Context: an optimization exercise on an open-source flow, tuned for small area. The choices shown serve that exercise and are no tape-out recipe.
The RTL of this run was laid out without a check of its function.

==> flow/design.v <==
`timescale 1ns/10ps
module rgb2ycrcb(clk, rst, r, g, b, y, cr, cb);
	input        clk;
	input        rst;
	input  [9:0] r, g, b;
	output reg [9:0] y, cr, cb;
	reg [31:0] pa;
	reg [40:0] pb;
	reg rst1, rst2;
	wire kill = rst | rst1 | rst2;
	wire x1;
	gxn ux1 (.a(r[0]), .b(g[0]), .y(x1));
	wire c2;
	assign c2 = (r[0] | ~g[0]);
	wire i3;
	assign i3 = ~g[1];
	wire s4;
	wire c5;
	fa us4 (.a(r[1]), .b(i3), .c(c2), .s(s4), .co(c5));
	wire i6;
	assign i6 = ~g[2];
	wire s7;
	wire c8;
	fa us7 (.a(r[2]), .b(i6), .c(c5), .s(s7), .co(c8));
	wire i9;
	assign i9 = ~g[3];
	wire s10;
	wire c11;
	fa us10 (.a(r[3]), .b(i9), .c(c8), .s(s10), .co(c11));
	wire i12;
	assign i12 = ~g[4];
	wire s13;
	wire c14;
	fa us13 (.a(r[4]), .b(i12), .c(c11), .s(s13), .co(c14));
	wire i15;
	assign i15 = ~g[5];
	wire s16;
	wire c17;
	fa us16 (.a(r[5]), .b(i15), .c(c14), .s(s16), .co(c17));
	wire i18;
	assign i18 = ~g[6];
	wire s19;
	wire c20;
	fa us19 (.a(r[6]), .b(i18), .c(c17), .s(s19), .co(c20));
	wire i21;
	assign i21 = ~g[7];
	wire s22;
	wire c23;
	fa us22 (.a(r[7]), .b(i21), .c(c20), .s(s22), .co(c23));
	wire i24;
	assign i24 = ~g[8];
	wire s25;
	wire c26;
	fa us25 (.a(r[8]), .b(i24), .c(c23), .s(s25), .co(c26));
	wire i27;
	assign i27 = ~g[9];
	wire s28;
	wire c29;
	fa us28 (.a(r[9]), .b(i27), .c(c26), .s(s28), .co(c29));
	wire x30;
	gxn ux30 (.a(b[0]), .b(g[0]), .y(x30));
	wire c31;
	assign c31 = (b[0] | ~g[0]);
	wire s32;
	wire c33;
	fa us32 (.a(b[1]), .b(i3), .c(c31), .s(s32), .co(c33));
	wire s34;
	wire c35;
	fa us34 (.a(b[2]), .b(i6), .c(c33), .s(s34), .co(c35));
	wire s36;
	wire c37;
	fa us36 (.a(b[3]), .b(i9), .c(c35), .s(s36), .co(c37));
	wire s38;
	wire c39;
	fa us38 (.a(b[4]), .b(i12), .c(c37), .s(s38), .co(c39));
	wire s40;
	wire c41;
	fa us40 (.a(b[5]), .b(i15), .c(c39), .s(s40), .co(c41));
	wire s42;
	wire c43;
	fa us42 (.a(b[6]), .b(i18), .c(c41), .s(s42), .co(c43));
	wire s44;
	wire c45;
	fa us44 (.a(b[7]), .b(i21), .c(c43), .s(s44), .co(c45));
	wire s46;
	wire c47;
	fa us46 (.a(b[8]), .b(i24), .c(c45), .s(s46), .co(c47));
	wire s48;
	wire c49;
	fa us48 (.a(b[9]), .b(i27), .c(c47), .s(s48), .co(c49));
	wire x50;
	gxn ux50 (.a(pa[11]), .b(pa[10]), .y(x50));
	wire c51;
	assign c51 = (pa[11] & ~pa[10]);
	wire s52;
	wire c53;
	fa us52 (.a(pa[12]), .b(pa[11]), .c(c51), .s(s52), .co(c53));
	wire s54;
	wire c55;
	fa us54 (.a(pa[13]), .b(pa[12]), .c(c53), .s(s54), .co(c55));
	wire s56;
	wire c57;
	fa us56 (.a(pa[14]), .b(pa[13]), .c(c55), .s(s56), .co(c57));
	wire s58;
	wire c59;
	fa us58 (.a(pa[15]), .b(pa[14]), .c(c57), .s(s58), .co(c59));
	wire s60;
	wire c61;
	fa us60 (.a(pa[16]), .b(pa[15]), .c(c59), .s(s60), .co(c61));
	wire s62;
	wire c63;
	fa us62 (.a(pa[17]), .b(pa[16]), .c(c61), .s(s62), .co(c63));
	wire s64;
	wire c65;
	fa us64 (.a(pa[18]), .b(pa[17]), .c(c63), .s(s64), .co(c65));
	wire s66;
	wire c67;
	fa us66 (.a(pa[19]), .b(pa[18]), .c(c65), .s(s66), .co(c67));
	wire s68;
	wire c69;
	fa us68 (.a(pa[20]), .b(pa[19]), .c(c67), .s(s68), .co(c69));
	wire x70;
	gx2 ux70 (.a(pa[20]), .b(c69), .y(x70));
	wire c71;
	assign c71 = ~(pa[20] & c69);
	wire x72;
	gxn ux72 (.a(pa[22]), .b(pa[21]), .y(x72));
	wire c73;
	assign c73 = (pa[22] & ~pa[21]);
	wire s74;
	wire c75;
	fa us74 (.a(pa[23]), .b(pa[22]), .c(c73), .s(s74), .co(c75));
	wire s76;
	wire c77;
	fa us76 (.a(pa[24]), .b(pa[23]), .c(c75), .s(s76), .co(c77));
	wire s78;
	wire c79;
	fa us78 (.a(pa[25]), .b(pa[24]), .c(c77), .s(s78), .co(c79));
	wire s80;
	wire c81;
	fa us80 (.a(pa[26]), .b(pa[25]), .c(c79), .s(s80), .co(c81));
	wire s82;
	wire c83;
	fa us82 (.a(pa[27]), .b(pa[26]), .c(c81), .s(s82), .co(c83));
	wire s84;
	wire c85;
	fa us84 (.a(pa[28]), .b(pa[27]), .c(c83), .s(s84), .co(c85));
	wire s86;
	wire c87;
	fa us86 (.a(pa[29]), .b(pa[28]), .c(c85), .s(s86), .co(c87));
	wire s88;
	wire c89;
	fa us88 (.a(pa[30]), .b(pa[29]), .c(c87), .s(s88), .co(c89));
	wire s90;
	wire c91;
	fa us90 (.a(pa[31]), .b(pa[30]), .c(c89), .s(s90), .co(c91));
	wire x92;
	gx2 ux92 (.a(pa[31]), .b(c91), .y(x92));
	wire c93;
	assign c93 = ~(pa[31] & c91);
	wire c94;
	assign c94 = (pa[1] & pa[10]) | (pa[1] & pa[0]) | (pa[10] & pa[0]);
	wire x95;
	gx2 ux95 (.a(pa[11]), .b(pa[21]), .y(x95));
	wire c96;
	assign c96 = ~(pa[11] | pa[21]);
	wire c97;
	assign c97 = (pa[2] & x95) | (pa[2] & c94) | (x95 & c94);
	wire s98;
	wire c99;
	fa us98 (.a(pa[3]), .b(c96), .c(x72), .s(s98), .co(c99));
	wire i100;
	assign i100 = ~pa[12];
	wire c101;
	assign c101 = (i100 & c97) | (i100 & s98) | (c97 & s98);
	wire i102;
	assign i102 = ~pa[13];
	wire s103;
	wire c104;
	fa us103 (.a(pa[4]), .b(pa[10]), .c(i102), .s(s103), .co(c104));
	wire s105;
	wire c106;
	fa us105 (.a(s103), .b(s74), .c(c99), .s(s105), .co(c106));
	wire c107;
	assign c107 = (~c101 & ~s105);
	wire i108;
	assign i108 = ~pa[5];
	wire s109;
	wire c110;
	fa us109 (.a(i108), .b(pa[14]), .c(x50), .s(s109), .co(c110));
	wire s111;
	wire c112;
	fa us111 (.a(c104), .b(s76), .c(c106), .s(s111), .co(c112));
	wire i113;
	assign i113 = ~s111;
	wire c114;
	assign c114 = (s109 & c107) | (s109 & i113) | (c107 & i113);
	wire s115;
	wire c116;
	fa us115 (.a(pa[15]), .b(s52), .c(c110), .s(s115), .co(c116));
	wire s117;
	wire c118;
	fa us117 (.a(pa[6]), .b(s78), .c(c112), .s(s117), .co(c118));
	wire i119;
	assign i119 = ~s117;
	wire c120;
	assign c120 = (s115 & c114) | (s115 & i119) | (c114 & i119);
	wire i121;
	assign i121 = ~pa[16];
	wire s122;
	wire c123;
	fa us122 (.a(pa[7]), .b(i121), .c(pa[21]), .s(s122), .co(c123));
	wire i124;
	assign i124 = ~s122;
	wire s125;
	wire c126;
	fa us125 (.a(i124), .b(s54), .c(c116), .s(s125), .co(c126));
	wire i127;
	assign i127 = ~s125;
	wire s128;
	wire c129;
	fa us128 (.a(i127), .b(s80), .c(c118), .s(s128), .co(c129));
	wire c130;
	assign c130 = ~(c120 & ~s128);
	wire i131;
	assign i131 = ~pa[17];
	wire s132;
	wire c133;
	fa us132 (.a(pa[8]), .b(pa[10]), .c(i131), .s(s132), .co(c133));
	wire i134;
	assign i134 = ~pa[22];
	wire s135;
	wire c136;
	fa us135 (.a(i134), .b(c123), .c(s132), .s(s135), .co(c136));
	wire i137;
	assign i137 = ~s135;
	wire s138;
	wire c139;
	fa us138 (.a(i137), .b(s56), .c(c126), .s(s138), .co(c139));
	wire i140;
	assign i140 = ~s138;
	wire s141;
	wire c142;
	fa us141 (.a(i140), .b(s82), .c(c129), .s(s141), .co(c142));
	wire c143;
	assign c143 = (~c130 & ~s141);
	wire s144;
	wire c145;
	fa us144 (.a(pa[11]), .b(pa[18]), .c(pa[23]), .s(s144), .co(c145));
	wire s146;
	wire c147;
	fa us146 (.a(pa[9]), .b(c133), .c(c136), .s(s146), .co(c147));
	wire s148;
	wire c149;
	fa us148 (.a(s144), .b(s58), .c(c139), .s(s148), .co(c149));
	wire s150;
	wire c151;
	fa us150 (.a(s146), .b(s84), .c(c142), .s(s150), .co(c151));
	wire i152;
	assign i152 = ~s150;
	wire c153;
	assign c153 = (s148 & c143) | (s148 & i152) | (c143 & i152);
	wire x154;
	gx2 ux154 (.a(pa[0]), .b(pa[12]), .y(x154));
	wire c155;
	assign c155 = ~(pa[0] | pa[12]);
	wire s156;
	wire c157;
	fa us156 (.a(pa[19]), .b(pa[24]), .c(c145), .s(s156), .co(c157));
	wire i158;
	assign i158 = ~s156;
	wire s159;
	wire c160;
	fa us159 (.a(x154), .b(i158), .c(c147), .s(s159), .co(c160));
	wire i161;
	assign i161 = ~s159;
	wire s162;
	wire c163;
	fa us162 (.a(i161), .b(s60), .c(c149), .s(s162), .co(c163));
	wire i164;
	assign i164 = ~s162;
	wire s165;
	wire c166;
	fa us165 (.a(i164), .b(s86), .c(c151), .s(s165), .co(c166));
	wire x167;
	gx2 ux167 (.a(c153), .b(s165), .y(x167));
	wire c168;
	assign c168 = ~(c153 & ~s165);
	wire s169;
	wire c170;
	fa us169 (.a(pa[1]), .b(pa[13]), .c(pa[20]), .s(s169), .co(c170));
	wire s171;
	wire c172;
	fa us171 (.a(pa[25]), .b(s169), .c(c157), .s(s171), .co(c172));
	wire i173;
	assign i173 = ~s171;
	wire s174;
	wire c175;
	fa us174 (.a(c155), .b(i173), .c(c160), .s(s174), .co(c175));
	wire i176;
	assign i176 = ~s174;
	wire s177;
	wire c178;
	fa us177 (.a(i176), .b(s62), .c(c163), .s(s177), .co(c178));
	wire i179;
	assign i179 = ~s177;
	wire s180;
	wire c181;
	fa us180 (.a(i179), .b(s88), .c(c166), .s(s180), .co(c181));
	wire x182;
	gxn ux182 (.a(c168), .b(s180), .y(x182));
	wire c183;
	assign c183 = (~c168 & ~s180);
	wire s184;
	wire c185;
	fa us184 (.a(pa[2]), .b(pa[14]), .c(pa[26]), .s(s184), .co(c185));
	wire s186;
	wire c187;
	fa us186 (.a(c170), .b(s184), .c(c172), .s(s186), .co(c187));
	wire s188;
	wire c189;
	fa us188 (.a(s186), .b(s64), .c(c178), .s(s188), .co(c189));
	wire s190;
	wire c191;
	fa us190 (.a(c175), .b(s90), .c(c181), .s(s190), .co(c191));
	wire i192;
	assign i192 = ~s190;
	wire s193;
	wire c194;
	fa us193 (.a(s188), .b(c183), .c(i192), .s(s193), .co(c194));
	wire s195;
	wire c196;
	fa us195 (.a(pa[3]), .b(c185), .c(c187), .s(s195), .co(c196));
	wire i197;
	assign i197 = ~c191;
	wire s198;
	wire c199;
	fa us198 (.a(s195), .b(c189), .c(i197), .s(s198), .co(c199));
	wire s200;
	wire c201;
	fa us200 (.a(pa[4]), .b(c196), .c(c199), .s(s200), .co(c201));
	wire x202;
	gx2 ux202 (.a(pb[0]), .b(pb[1]), .y(x202));
	wire c203;
	assign c203 = ~(pb[0] | pb[1]);
	wire s204;
	wire c205;
	fa us204 (.a(pb[2]), .b(pb[4]), .c(pb[5]), .s(s204), .co(c205));
	wire i206;
	assign i206 = ~s204;
	wire s207;
	wire c208;
	fa us207 (.a(pb[3]), .b(x202), .c(i206), .s(s207), .co(c208));
	wire x209;
	gx2 ux209 (.a(pb[6]), .b(pb[7]), .y(x209));
	wire c210;
	assign c210 = ~(pb[6] | pb[7]);
	wire s211;
	wire c212;
	fa us211 (.a(pb[8]), .b(pb[9]), .c(pb[10]), .s(s211), .co(c212));
	wire i213;
	assign i213 = ~c205;
	wire s214;
	wire c215;
	fa us214 (.a(c203), .b(x209), .c(i213), .s(s214), .co(c215));
	wire i216;
	assign i216 = ~s211;
	wire s217;
	wire c218;
	fa us217 (.a(i216), .b(s214), .c(c208), .s(s217), .co(c218));
	wire x219;
	gx2 ux219 (.a(pb[11]), .b(pb[12]), .y(x219));
	wire c220;
	assign c220 = ~(pb[11] | pb[12]);
	wire s221;
	wire c222;
	fa us221 (.a(pb[13]), .b(pb[14]), .c(pb[15]), .s(s221), .co(c222));
	wire i223;
	assign i223 = ~c212;
	wire s224;
	wire c225;
	fa us224 (.a(c210), .b(x219), .c(i223), .s(s224), .co(c225));
	wire s226;
	wire c227;
	fa us226 (.a(c215), .b(s224), .c(c218), .s(s226), .co(c227));
	wire x228;
	gx2 ux228 (.a(s221), .b(s226), .y(x228));
	wire c229;
	assign c229 = (s221 & ~s226);
	wire s230;
	wire c231;
	fa us230 (.a(pb[16]), .b(pb[17]), .c(pb[19]), .s(s230), .co(c231));
	wire i232;
	assign i232 = ~c222;
	wire s233;
	wire c234;
	fa us233 (.a(pb[18]), .b(c220), .c(i232), .s(s233), .co(c234));
	wire s235;
	wire c236;
	fa us235 (.a(c225), .b(s233), .c(c227), .s(s235), .co(c236));
	wire i237;
	assign i237 = ~s235;
	wire s238;
	wire c239;
	fa us238 (.a(s230), .b(c229), .c(i237), .s(s238), .co(c239));
	wire s240;
	wire c241;
	fa us240 (.a(pb[20]), .b(pb[21]), .c(pb[22]), .s(s240), .co(c241));
	wire i242;
	assign i242 = ~c234;
	wire s243;
	wire c244;
	fa us243 (.a(c231), .b(s240), .c(i242), .s(s243), .co(c244));
	wire i245;
	assign i245 = ~c236;
	wire s246;
	wire c247;
	fa us246 (.a(s243), .b(i245), .c(c239), .s(s246), .co(c247));
	wire s248;
	wire c249;
	fa us248 (.a(pb[23]), .b(pb[24]), .c(c241), .s(s248), .co(c249));
	wire s250;
	wire c251;
	fa us250 (.a(s248), .b(c244), .c(c247), .s(s250), .co(c251));
	wire x252;
	gx2 ux252 (.a(pb[25]), .b(c249), .y(x252));
	wire x253;
	gx2 ux253 (.a(x252), .b(c251), .y(x253));
	wire c254;
	assign c254 = (~pa[21] | x72);
	wire c255;
	assign c255 = ~(c254 | s74);
	wire c256;
	assign c256 = (~c255 | s76);
	wire x257;
	gx2 ux257 (.a(c256), .b(s78), .y(x257));
	wire c258;
	assign c258 = ~(c256 | s78);
	wire c259;
	assign c259 = ~(~pa[21] & ~x257);
	wire x260;
	gx2 ux260 (.a(pa[22]), .b(s80), .y(x260));
	wire c261;
	assign c261 = ~(pa[22] | s80);
	wire c262;
	assign c262 = (c258 & c259) | (c258 & x260) | (c259 & x260);
	wire x263;
	gxn ux263 (.a(pa[21]), .b(pa[23]), .y(x263));
	wire c264;
	assign c264 = (~pa[21] | pa[23]);
	wire s265;
	wire c266;
	fa us265 (.a(x263), .b(c261), .c(c262), .s(s265), .co(c266));
	wire c267;
	assign c267 = (s82 & ~s265);
	wire x268;
	gxn ux268 (.a(pa[22]), .b(pa[24]), .y(x268));
	wire c269;
	assign c269 = (pa[22] | pa[24]);
	wire s270;
	wire c271;
	fa us270 (.a(c264), .b(x268), .c(s84), .s(s270), .co(c271));
	wire i272;
	assign i272 = ~c266;
	wire c273;
	assign c273 = (i272 & c267) | (i272 & s270) | (c267 & s270);
	wire x274;
	gxn ux274 (.a(pa[23]), .b(pa[25]), .y(x274));
	wire c275;
	assign c275 = (pa[23] | pa[25]);
	wire s276;
	wire c277;
	fa us276 (.a(c269), .b(s86), .c(c271), .s(s276), .co(c277));
	wire c278;
	assign c278 = (x274 & c273) | (x274 & s276) | (c273 & s276);
	wire s279;
	wire c280;
	fa us279 (.a(pa[10]), .b(pa[24]), .c(pa[26]), .s(s279), .co(c280));
	wire s281;
	wire c282;
	fa us281 (.a(s279), .b(s88), .c(c277), .s(s281), .co(c282));
	wire c283;
	assign c283 = (c275 & c278) | (c275 & s281) | (c278 & s281);
	wire i284;
	assign i284 = ~pa[11];
	wire s285;
	wire c286;
	fa us285 (.a(i284), .b(c280), .c(s90), .s(s285), .co(c286));
	wire s287;
	wire c288;
	fa us287 (.a(c282), .b(c283), .c(s285), .s(s287), .co(c288));
	wire s289;
	wire c290;
	fa us289 (.a(i100), .b(c286), .c(c288), .s(s289), .co(c290));
	wire x291;
	gxn ux291 (.a(pb[29]), .b(pb[2]), .y(x291));
	wire c292;
	assign c292 = ~(pb[29] | pb[2]);
	wire s293;
	wire c294;
	ha us293 (.a(pb[30]), .b(x291), .s(s293), .co(c294));
	wire s295;
	wire c296;
	fa us295 (.a(pb[31]), .b(pb[8]), .c(pb[3]), .s(s295), .co(c296));
	wire s297;
	wire c298;
	fa us297 (.a(pb[32]), .b(c294), .c(s295), .s(s297), .co(c298));
	wire x299;
	gxn ux299 (.a(c292), .b(s297), .y(x299));
	wire c300;
	assign c300 = (~c292 & s297);
	wire x301;
	gx2 ux301 (.a(pb[2]), .b(pb[14]), .y(x301));
	wire c302;
	assign c302 = ~(pb[2] | pb[14]);
	wire s303;
	wire c304;
	fa us303 (.a(pb[33]), .b(pb[9]), .c(x301), .s(s303), .co(c304));
	wire s305;
	wire c306;
	fa us305 (.a(pb[34]), .b(c296), .c(c298), .s(s305), .co(c306));
	wire i307;
	assign i307 = ~s303;
	wire s308;
	wire c309;
	fa us308 (.a(i307), .b(c300), .c(s305), .s(s308), .co(c309));
	wire x310;
	gx2 ux310 (.a(pb[8]), .b(pb[19]), .y(x310));
	wire c311;
	assign c311 = ~(pb[8] | pb[19]);
	wire s312;
	wire c313;
	fa us312 (.a(pb[35]), .b(c302), .c(x310), .s(s312), .co(c313));
	wire i314;
	assign i314 = ~c306;
	wire s315;
	wire c316;
	fa us315 (.a(c304), .b(s312), .c(i314), .s(s315), .co(c316));
	wire x317;
	gxn ux317 (.a(c309), .b(s315), .y(x317));
	wire c318;
	assign c318 = (c309 & ~s315);
	wire i319;
	assign i319 = ~pb[0];
	wire s320;
	wire c321;
	fa us320 (.a(i319), .b(pb[14]), .c(pb[22]), .s(s320), .co(c321));
	wire s322;
	wire c323;
	fa us322 (.a(c311), .b(c313), .c(c316), .s(s322), .co(c323));
	wire i324;
	assign i324 = ~s322;
	wire s325;
	wire c326;
	fa us325 (.a(s320), .b(c318), .c(i324), .s(s325), .co(c326));
	wire x327;
	gx2 ux327 (.a(pb[19]), .b(c321), .y(x327));
	wire c328;
	assign c328 = ~(pb[19] | c321);
	wire s329;
	wire c330;
	fa us329 (.a(pb[6]), .b(x327), .c(c323), .s(s329), .co(c330));
	wire x331;
	gxn ux331 (.a(s329), .b(c326), .y(x331));
	wire c332;
	assign c332 = (~s329 & c326);
	wire s333;
	wire c334;
	fa us333 (.a(pb[12]), .b(c328), .c(c330), .s(s333), .co(c334));
	wire i335;
	assign i335 = ~s333;
	wire s336;
	wire c337;
	fa us336 (.a(pb[22]), .b(c332), .c(i335), .s(s336), .co(c337));
	wire x338;
	gxn ux338 (.a(pb[17]), .b(c334), .y(x338));
	wire c339;
	assign c339 = (~pb[17] | ~c334);
	wire s340;
	wire c341;
	ha us340 (.a(x338), .b(c337), .s(s340), .co(c341));
	wire x342;
	gx2 ux342 (.a(c339), .b(c341), .y(x342));
	wire c343;
	assign c343 = ~(c339 | c341);
	wire x344;
	gx2 ux344 (.a(pb[21]), .b(x342), .y(x344));
	wire c345;
	assign c345 = (~pb[21] & ~x342);
	wire x346;
	gx2 ux346 (.a(pb[24]), .b(c343), .y(x346));
	wire x347;
	gx2 ux347 (.a(x346), .b(c345), .y(x347));
	wire c348;
	assign c348 = (~pa[10] & ~s56);
	wire i349;
	assign i349 = ~s58;
	wire c350;
	assign c350 = (x50 & c348) | (x50 & i349) | (c348 & i349);
	wire i351;
	assign i351 = ~s60;
	wire c352;
	assign c352 = (s52 & c350) | (s52 & i351) | (c350 & i351);
	wire i353;
	assign i353 = ~pa[10];
	wire s354;
	wire c355;
	fa us354 (.a(i353), .b(s54), .c(c352), .s(s354), .co(c355));
	wire c356;
	assign c356 = (~s62 & s354);
	wire s357;
	wire c358;
	fa us357 (.a(pa[11]), .b(s56), .c(c355), .s(s357), .co(c358));
	wire i359;
	assign i359 = ~s64;
	wire c360;
	assign c360 = (i359 & c356) | (i359 & s357) | (c356 & s357);
	wire x361;
	gxn ux361 (.a(pa[21]), .b(pa[12]), .y(x361));
	wire c362;
	assign c362 = ~(pa[21] | pa[12]);
	wire s363;
	wire c364;
	fa us363 (.a(x361), .b(s58), .c(c358), .s(s363), .co(c364));
	wire i365;
	assign i365 = ~s66;
	wire c366;
	assign c366 = (i365 & c360) | (i365 & s363) | (c360 & s363);
	wire s367;
	wire c368;
	fa us367 (.a(pa[22]), .b(c362), .c(i351), .s(s367), .co(c368));
	wire i369;
	assign i369 = ~s367;
	wire s370;
	wire c371;
	fa us370 (.a(i369), .b(c364), .c(c366), .s(s370), .co(c371));
	wire i372;
	assign i372 = ~s62;
	wire s373;
	wire c374;
	fa us373 (.a(pa[23]), .b(i372), .c(c368), .s(s373), .co(c374));
	wire s375;
	wire c376;
	fa us375 (.a(pa[24]), .b(i359), .c(c374), .s(s375), .co(c376));
	wire x377;
	gx2 ux377 (.a(pb[33]), .b(pb[36]), .y(x377));
	wire c378;
	assign c378 = ~(pb[33] | pb[36]);
	wire x379;
	gx2 ux379 (.a(pb[7]), .b(x377), .y(x379));
	wire c380;
	assign c380 = ~(~pb[7] & ~x377);
	wire x381;
	gx2 ux381 (.a(pb[35]), .b(pb[37]), .y(x381));
	wire c382;
	assign c382 = ~(pb[35] | pb[37]);
	wire s383;
	wire c384;
	fa us383 (.a(pb[13]), .b(pb[38]), .c(c378), .s(s383), .co(c384));
	wire s385;
	wire c386;
	fa us385 (.a(x381), .b(c380), .c(s383), .s(s385), .co(c386));
	wire i387;
	assign i387 = ~pb[18];
	wire s388;
	wire c389;
	fa us388 (.a(i319), .b(i387), .c(pb[39]), .s(s388), .co(c389));
	wire s390;
	wire c391;
	fa us390 (.a(c382), .b(c384), .c(c386), .s(s390), .co(c391));
	wire x392;
	gx2 ux392 (.a(s388), .b(s390), .y(x392));
	wire c393;
	assign c393 = (~s388 & ~s390);
	wire x394;
	gx2 ux394 (.a(pb[6]), .b(pb[1]), .y(x394));
	wire c395;
	assign c395 = ~(pb[6] | pb[1]);
	wire s396;
	wire c397;
	fa us396 (.a(pb[29]), .b(pb[40]), .c(x394), .s(s396), .co(c397));
	wire s398;
	wire c399;
	fa us398 (.a(c389), .b(s396), .c(c391), .s(s398), .co(c399));
	wire x400;
	gxn ux400 (.a(c393), .b(s398), .y(x400));
	wire c401;
	assign c401 = (c393 & ~s398);
	wire i402;
	assign i402 = ~pb[31];
	wire s403;
	wire c404;
	fa us403 (.a(i402), .b(pb[12]), .c(pb[7]), .s(s403), .co(c404));
	wire s405;
	wire c406;
	fa us405 (.a(c395), .b(c397), .c(c399), .s(s405), .co(c406));
	wire i407;
	assign i407 = ~s405;
	wire s408;
	wire c409;
	fa us408 (.a(s403), .b(c401), .c(i407), .s(s408), .co(c409));
	wire s410;
	wire c411;
	fa us410 (.a(pb[17]), .b(pb[13]), .c(c404), .s(s410), .co(c411));
	wire i412;
	assign i412 = ~pb[2];
	wire i413;
	assign i413 = ~c406;
	wire s414;
	wire c415;
	fa us414 (.a(i412), .b(s410), .c(i413), .s(s414), .co(c415));
	wire s416;
	wire c417;
	ha us416 (.a(s414), .b(c409), .s(s416), .co(c417));
	wire x418;
	gxn ux418 (.a(pb[8]), .b(pb[18]), .y(x418));
	wire c419;
	assign c419 = (~pb[8] | ~pb[18]);
	wire s420;
	wire c421;
	fa us420 (.a(pb[21]), .b(x418), .c(c411), .s(s420), .co(c421));
	wire s422;
	wire c423;
	fa us422 (.a(s420), .b(c415), .c(c417), .s(s422), .co(c423));
	wire s424;
	wire c425;
	fa us424 (.a(pb[24]), .b(c419), .c(c421), .s(s424), .co(c425));
	wire i426;
	assign i426 = ~pb[14];
	wire s427;
	wire c428;
	fa us427 (.a(i426), .b(s424), .c(c423), .s(s427), .co(c428));
	wire x429;
	gx2 ux429 (.a(c425), .b(c428), .y(x429));
	wire c430;
	assign c430 = ~(c425 | c428);
	wire x431;
	gx2 ux431 (.a(pb[19]), .b(x429), .y(x431));
	wire c432;
	assign c432 = (~pb[19] & ~x429);
	wire x433;
	gx2 ux433 (.a(pb[22]), .b(c430), .y(x433));
	wire x434;
	gx2 ux434 (.a(x433), .b(c432), .y(x434));
	wire [9:0] yn = {~x253, s250, s246, s238, ~x228, ~s217, ~s207, pb[28], ~pb[27], ~pb[26]};
	wire [9:0] crn = {~x347, ~x344, ~s340, ~s336, ~x331, ~s325, ~x317, ~s308, ~x299, ~s293};
	wire [9:0] cbn = {~x434, ~x431, ~s427, ~s422, ~s416, ~s408, ~x400, ~x392, s385, ~x379};
	always @(posedge clk) begin
		rst1 <= rst;
		rst2 <= rst1;
		pa <= {c49, s48, s46, s44, s42, s40, s38, s36, s34, s32, x30, c29, s28, s25, s22, s19, s16, s13, s10, s7, s4, x1, g[9], g[8], g[7], g[6], g[5], g[4], g[3], g[2], g[1], g[0]};
		pb <= {c376, s375, s373, c371, s370, pa[14], c290, pa[13], s289, pa[26], s287, pa[25], s193, x182, x167, pa[9], pa[20], pa[8], pa[31], pa[19], pa[7], pa[30], c71, pa[18], pa[6], c201, pa[29], x70, pa[17], pa[5], s200, c93, pa[28], s68, pa[16], s198, c194, x92, pa[27], s66, pa[15]};
		y  <= yn & {10{~kill}};
		cr <= {1'b0, crn[8:0] & {9{~(kill | crn[9])}}};
		cb <= {1'b0, cbn[8:0] & {9{~(kill | cbn[9])}}};
	end
endmodule
module fa(a, b, c, s, co);
	input a, b, c;
	output s, co;
	assign s = a ^ b ^ c;
	assign co = (a & b) | (a & c) | (b & c);
endmodule
module ha(a, b, s, co);
	input a, b;
	output s, co;
	assign s = a ^ b;
	assign co = a & b;
endmodule
module gx2(a, b, y);
	input a, b;
	output y;
	assign y = a ^ b;
endmodule
module gxn(a, b, y);
	input a, b;
	output y;
	assign y = ~(a ^ b);
endmodule
==> flow/flow/run.sh <==
#!/bin/bash
# Standard ORFS layout with two changes: small port buffers, and a clock tree of small
# buffers without dummy loads.
set -euo pipefail
bash standard.sh \
  "BUFFER_PORTS_ARGS=-buffer_cell sky130_fd_sc_hd__buf_1" \
  "CTS_ARGS=-sink_clustering_enable -repair_clock_nets -buf_list sky130_fd_sc_hd__clkbuf_8 -dont_use_dummy_load" \
  finish > make_finish.log 2>&1
==> flow/standard.sh <==
#!/bin/bash
# synth_recipe.tcl (not shown) runs the flow's synth.tcl, then flattens the netlist and writes it again
# the make line also repeats each setting of config.mk as NAME=value (left out here)
make -C /OpenROAD-flow-scripts/flow DESIGN_CONFIG=/design/flow/config.mk WORK_HOME=/design/flow/orfs CLKGATE_MAP_FILE= SYNTH_SCRIPT=/design/flow/synth_recipe.tcl "${@:-finish}"
==> flow/config.mk <==
export PLATFORM = sky130hd
export DESIGN_NAME = rgb2ycrcb
export DESIGN_NICKNAME = rgb2ycrcb
export VERILOG_FILES = /design/flow/design.v
export SDC_FILE = /design/flow/constraint.sdc
export NUM_CORES = 4
export LEC_CHECK = 0
export CAP_MARGIN = 20
export CORE_MARGIN = 2
export CORE_UTILIZATION = 75
export GPL_TIMING_DRIVEN = 0
export SLEW_MARGIN = 20
export SYNTH_HIERARCHICAL = 1
export SYNTH_MINIMUM_KEEP_SIZE = 0
==> flow/constraint.sdc <==
create_clock -name core_clock -period 6.0 [get_ports {clk}]
set_input_delay 1.2000 -clock core_clock [delete_from_list [all_inputs] [get_ports {clk}]]
set_output_delay 1.2000 -clock core_clock [all_outputs]
set_load 0.01 [all_outputs]
==> run notes <==
kinds of logic (layout without fill, tap and decap cells):
group                      Yosys count  count (layout)
xor gates and xnor gates            45              45
buffers and inverters               60             128
DFF                                103             103
AOI/OAI and AO/OA                   10              10
and+or+nand+nor                     82              82
other                                1               2
adders and majority gates          142             142
modules after synthesis, one instance, submodules excluded:
module | flip-flops and latches | area, um2
fa | 0 | 20.02
ha | 0 | 12.51
gx2 | 0 | 8.758
rgb2ycrcb | 103 | 2834
gxn | 0 | 8.758
cell usage after synthesis, types with 3 or more instances:
library cell / number / area, um2
and2_1: 4 / 25.02
dfxtp_1: 103 / 2062
fa_1: 131 / 2623
ha_1: 3 / 37.54
inv_1: 57 / 214.0
maj3_1: 5 / 50.05
maj3_2: 3 / 33.78
nand2_1: 7 / 26.28
nand2b_1: 6 / 37.54
nor2_1: 47 / 176.4
nor2b_1: 6 / 37.54
o21ai_0: 5 / 25.02
or2_2: 4 / 25.02
or3_1: 3 / 18.77
xnor2_1: 16 / 140.1
xor2_1: 29 / 254.0
per-layer routing:
layer	part of all wire (%)	vias up
li1	-	1451
met1	36	1700
met2	52	179
met3	5.8	62
met4	5.6	0
met5	0	-
through the flow:
stage / cell area [um2] / setup TNS [ns] / util, % / hold slack (ns)
2_1_floorplan: 5892 / 0 / - / 0.3308
3_3_place_gp: 6241 / -0.01156 / 81.61 / 0.3527
3_5_place_dp: 6241 / -0.1019 / 81.61 / 0.3615
4_1_cts: 6367 / 0 / 83.26 / 0.3346
5_1_grt: 6372 / 0 / 83.33 / 0.3343
6_report: 6372 / 0 / 83.33 / 0.3317
area by class of cell:
type,instances,area [um2]
fill,419,1275
buffer,3,18.77
inverter,57,214.0
sequential,103,2067
tap,102,127.6
timing repair buffer,59,221.5
clock buffer,9,123.9
multi-input combinational,281,3600
worst max-delay path, cell delays in order (launching register included):
cell and delay [ns]:
dfxtp_4 0.40, inv_1 0.14, nor2_1 0.09, fa_1 0.40
fa_1 0.40, fa_1 0.40, fa_1 0.43, fa_1 0.40
fa_1 0.40, fa_1 0.40, fa_1 0.40, fa_2 0.58
fa_1 0.44, fa_1 0.39, fa_1 0.45
worst paths after layout:
path            end  depth (start not counted)   start
max          pb[32]                         14  pa[22]
min          pb[11]                          0   pa[5]
max reg2reg  pb[32]                         14  pa[22]
min reg2reg  pb[11]                          0   pa[5]
flip-flops by register name, indices dropped and copies added (netlist names):
register,flops
pb,41
pa,32
y,10
cb,9
cr,9
rst1,1
rst2,1
==> flow_summary.yaml <==
outcome:
  outcome: "complete, no violations"
sta:
  finalSetupViolCount: 0
  hold_viol_final: 0
  fin_crit_sh_pct: 97.55
  rsz0062_at_grt: "false"
  maxSlewHeadroom_pct: 33.98
  period_minus_slack_ns: 5.853
  worst_slack_ns: 0.1472
  slew_viol_final: 0
  finClkSkew_ns: 0.05187
  worst_pin_slew_ns: 0.9828
  clock.fmax_mhz: 170.9
clocking:
  post-cts-setup-buffers: 0
  insertion_delay_ns: 0.39
  tritoncts: "done"
  clk_path_buf_depth: 2
  tritoncts.num_buffers: 9
  cts_num_sinks: 103
  cts-hold-fix-buffers: 0
  post_cts_resized: 2
  htree_levels: 3
  clkTransAtPathRegs_ns: 0.09
  cts_root_buf: "clkbuf_8"
global_route:
  grt-busiest-layer: "met2"
  grt_use_met1_pct: 37.36
  grt_pass1_wl_mm: 19.23
  grt_pass1_vias: 3939
  track_usage_pct: 31.77
  grtUsageMet3_pct: 6.509
  grt_util_met2_pct: 55.23
  grt_max_degree: 23
  antenna_found_initial: 0
  grt.overflow.total: 0
yosys:
  synth-edff-count: 0
  synthXorXnorAreaFrac_pct: 6.694
  syn_area_um2: 5888
  synth.distinct_cells: 28
  ys_ff_latch: 103
  avgSynthCellArea_um2: 13.29
  muxShareOfSynthArea_pct: 0
  ys.warnings.count: 7
  synthSimpleGateAreaFrac_pct: 6.566
  synth_ff_type: "dfxtp_1"
  synthAdderAreaFrac_pct: 46.60
  ys_async_sr_fraction_pct: 0
  seq_area_frac_synth_pct: 35.02
  syn_inst: 443
  synth_top_family_by_area: "adder cells"
  synth-compound-area-share_pct: 1.105
worst_hold_path:
  hold_path_class: "flip-flop to flip-flop"
drt:
  wl_per_cell_um: 19.21
  drtAntennaViolNets: 0
  dr.pass1.iters: 5
  via_count: 3392
  wirelength_mm: 11.80
  drcViolationCount: 0
  viasPerCell: 5.524
  drtIter0Drc: 163
placement:
  gp_congestion: 0.8657
  dp_cells: 605
  detailedPlace.worstSlack_ns: -0.1019
  io_buffers: 59
  hpwl_mm: 10.04
critical_path:
  r2r_setup_slack_ns: 0.15
  path_class: "flip-flop to flip-flop"
  cp.arrival_ns: 6.08
  cp-end-kind: "flip-flop"
  start_kind: "flip-flop"
  worst_ep_required_time_ns: 6.23
  critPathMaxFanout: 8
layout:
  final_common_cell: "fa_1"
  drive_gt1_share_pct: 4.492
  nets: 680
  n_antenna_cell: 0
  layout_common_cells: "130 x fa_1, 101 x dfxtp_1, 59 x buf_1"
  syn2layout_area_growth_pct: 8.224
  final_cells: 614
floorplanning:
  dieHeight_um: 92.61
  start_util_pct: 77.00
  die_area_um2: 8576
  pin_count: 62
  die_x_um: 92.61
  core-area_um2: 7647
  rows: 32
flow_run:
  drv_cap: 0

## re-timing with driven ports
The results above use ideal ports. As a check the final layout listed here was re-extracted and re-timed, cells and wires unchanged.
Step 1 (the two cells are an assumption about what drives the block):
set clk [get_ports {clk}]
set_driving_cell -lib_cell sky130_fd_sc_hd__clkbuf_16 $clk
set_driving_cell -lib_cell sky130_fd_sc_hd__buf_2 [delete_from_list [all_inputs] $clk]
Step 2 adds t to the input delays and takes it off the output delays; t is the mean of the earliest and latest rising clock arrival at the registers after step 1. Input paths then give back, and output paths get back, about the clock's delay inside the block.
Three values: no drivers, after step 1, after step 2; two values: the first two.
shift t [ns]: 0.392
setup WS [ns]: 0.147 / 0.147 / 0.147
worst hold slack (ns): 0.332 / 0.332 / 0.332
slew at the worst register clock pin (ns): 0.12 / 0.12
After both steps this run still meets setup and hold. The setup slack of this run moves by 0.000 ns with the drivers and by 0.000 ns with both steps.
